Context: an optimization exercise on an open-source flow, tuned for small area. The choices shown serve that exercise and are no tape-out recipe.
The RTL was checked by simulation tests, not by an equivalence proof against the original design.

== v5 ==
==> flow/design.v (excerpt) <==
module lif_neuron (
    input  wire        clk,
    input  wire        rst,
    input  wire [15:0] threshold,
    input  wire [15:0] leak_rate,
    input  wire [7:0]  refractory,
    input  wire        leaky_enable,
    input  wire        reset_on_spike,
    input  wire [15:0] input_neuron_id,
    input  wire [7:0]  synapse_weight,
    input  wire        spike_in_valid,
    output wire        spike_in_ready,
    output reg  [15:0] output_neuron_id,
    output reg         spike_out_valid,
    input  wire        spike_out_ready,
    input  wire [15:0] neuron_id,
    output reg  [15:0] membrane_potential,
    output wire        in_refractory,
    output reg  [7:0]  refract_counter
);
Size in the first run: about 670 cells after synthesis, ~130 I/O pins, about 7700 sq um of cells after synthesis.
Settings: LEC_CHECK=0, CAP_MARGIN=5, CORE_MARGIN=2, CORE_UTILIZATION=55, GPL_TIMING_DRIVEN=0, PLACE_DENSITY=0.75, SLEW_MARGIN=5, SYNTH_HIERARCHICAL=1, SYNTH_MINIMUM_KEEP_SIZE=0; clock period 14.0 ns.
standard.sh (not shown) runs the stock make flow with config.mk's settings and CLKGATE_MAP_FILE= SYNTH_SCRIPT=/design/flow/synth_recipe.tcl, a recipe that flattens the netlist after the stock synthesis.
==> flow/flow/run.sh <==
#!/bin/bash
# Standard ORFS layout (the standard.sh: standard synthesis, floorplan,
# placement, CTS, routing) with these changes:
# - after floorplan, flow/downsize.tcl sets combinational cells that synthesis
#   upsized back to drive strength 1 (repair steps size up what needs it);
# - the buffers that buffer_ports puts on every input and output port are the
#   smallest plain buffer (sky130_fd_sc_hd__buf_1) instead of the cell the
#   resizer picks by default;
# - clock tree synthesis uses clkbuf_8 buffers and no dummy loads;
# - synthesis (ABC) buffers are removed at floorplan (REMOVE_ABC_BUFFERS);
# make's whole output goes to make_finish.log; each ORFS step keeps its own
# log under orfs/logs/.
set -euo pipefail
cd "$(dirname "$0")/.."
bash standard.sh \
  "POST_FLOORPLAN_TCL=$PWD/flow/downsize.tcl" \
  "BUFFER_PORTS_ARGS=-buffer_cell sky130_fd_sc_hd__buf_1" \
  "CTS_ARGS=-sink_clustering_enable -repair_clock_nets -dont_use_dummy_load -buf_list sky130_fd_sc_hd__clkbuf_8" \
  "REMOVE_ABC_BUFFERS=1" \
  finish > make_finish.log 2>&1
==> flow/flow/downsize.tcl <==
# Sourced by ORFS at the end of floorplan (POST_FLOORPLAN_TCL).  Synthesis
# (ABC) maps small helper modules on their own and often picks a larger drive
# strength than the layout needs; set every combinational cell that has a
# size-1 variant of the same function back to size 1.  The later repair steps
# (repair_design, repair_timing) size cells up again where timing, slew or
# capacitance need it.  Flip-flops and clock cells are left alone.
set db [ord::get_db]
set block [ord::get_db_block]
set swapped 0
foreach inst [$block getInsts] {
  set master [$inst getMaster]
  set name [$master getName]
  if {![regexp {^(sky130_fd_sc_hd__[a-z0-9]+)_([0-9]+)$} $name -> base size]} { continue }
  if {$size <= 1} { continue }
  if {[regexp {__(df|sdf|edf|dl|clk|dly|conb|tap|fill|decap|diode)} $base]} { continue }
  set small [$db findMaster ${base}_1]
  if {$small eq "NULL" || $small eq ""} { continue }
  if {[$small getWidth] >= [$master getWidth]} { continue }
  $inst swapMaster $small
  incr swapped
}
puts "downsize.tcl: $swapped cells set to drive strength 1"
Modified inputs, v38 compared to v5
--- a/flow/design.v
+++ b/flow/design.v
@@ -25,23 +25,24 @@
     wire is_ref  = |cnt;
     wire st_idle = (state == S_IDLE);
     wire st_int  = (state == S_INT);
     wire st_spk  = (state == S_SPK);
     wire fire  = st_spk & spike_out_ready;          
     wire leak  = st_idle & leaky_enable;            
     wire nleak = ~leak;
     wire [15:0] nt = ~threshold;
     wire [16:0] gc;
     assign gc[0] = 1'b1;
+    assign gc[1] = m[0] | nt[0];                   
     genvar gi;
     generate
-        for (gi = 0; gi < 15; gi = gi + 1) begin : g_cmp
+        for (gi = 1; gi < 15; gi = gi + 1) begin : g_cmp
             lif_maj u_cmp (.a(m[gi]), .b(nt[gi]), .c(gc[gi]), .y(gc[gi + 1]));
         end
     endgenerate
     assign gc[16] = (~m[15] & threshold[15]) | (~m[15] & gc[15]) | (threshold[15] & gc[15]);
     wire ge = gc[16];
     wire take = st_int & ge;                        
     wire [14:0] xa, xb;
     wire nc;
     lif_leak u_leak (.m(m[14:0]), .l(leak_rate), .xa(xa), .xb(xb), .nc(nc));
     wire [15:0] wext = {{8{synapse_weight[7]}}, synapse_weight};
Findings:
- Compared v5 against v38; share of final-layout standard cells stronger than drive strength 1 within noise.
- v38 vs v5 — final net count dropped 0.40%.
- Compared with v5, in v38 number of placed instances, taps included has decreased; mapped cell area has remained practically unchanged.
- v5 ended up with more cell instances than v38 did.
- v38 and v5 ended up with nearly the same first-pass GRT wire length.
- v38 and v5 ended up with nearly the same count of multi-input gates.
- Delta (v38 minus v5): initial standard-cell utilization of the core about even, multi-input logic portion of the cell area rose 0.24 points, wire length rose about 0.65%, clock network contribution to total cell area about even.
- Die area delta (v5 -> v38): insignificant

==> separate check: timing with driven ports <==
No port has a modelled driver above. Below, the same layouts with a new extraction and two added sets of constraints. Step 1 assumes that a clkbuf_16 drives the clock port and a buf_2 every other input. Step 2 times the ports against the registers' clock, not the clock port: input delays grow and output delays shrink by t, the midpoint of the rising clock arrivals with the driver on. Three values: ideal, step 1, step 2; two values: the first two.
| run | shift t [ns] | slack for setup (ns) | worst hold slack (ns) | latest minus earliest clock arrival (ns) | pins driven straight from the clock port |
|---|---|---|---|---|---|
| v5 | 0.338 | 0.733 / 0.742 / 0.404 | 0.469 / 0.469 / 0.469 | 0.026 / 0.026 | 1 |
| v38 | 0.335 | 0.710 / 0.717 / 0.382 | 0.470 / 0.470 / 0.470 | 0.008 / 0.009 | 1 |
After both steps every run listed still meets setup and hold. The setup slack of v5, which loses most, moves by +0.009 ns with the drivers and by -0.329 ns with both steps.
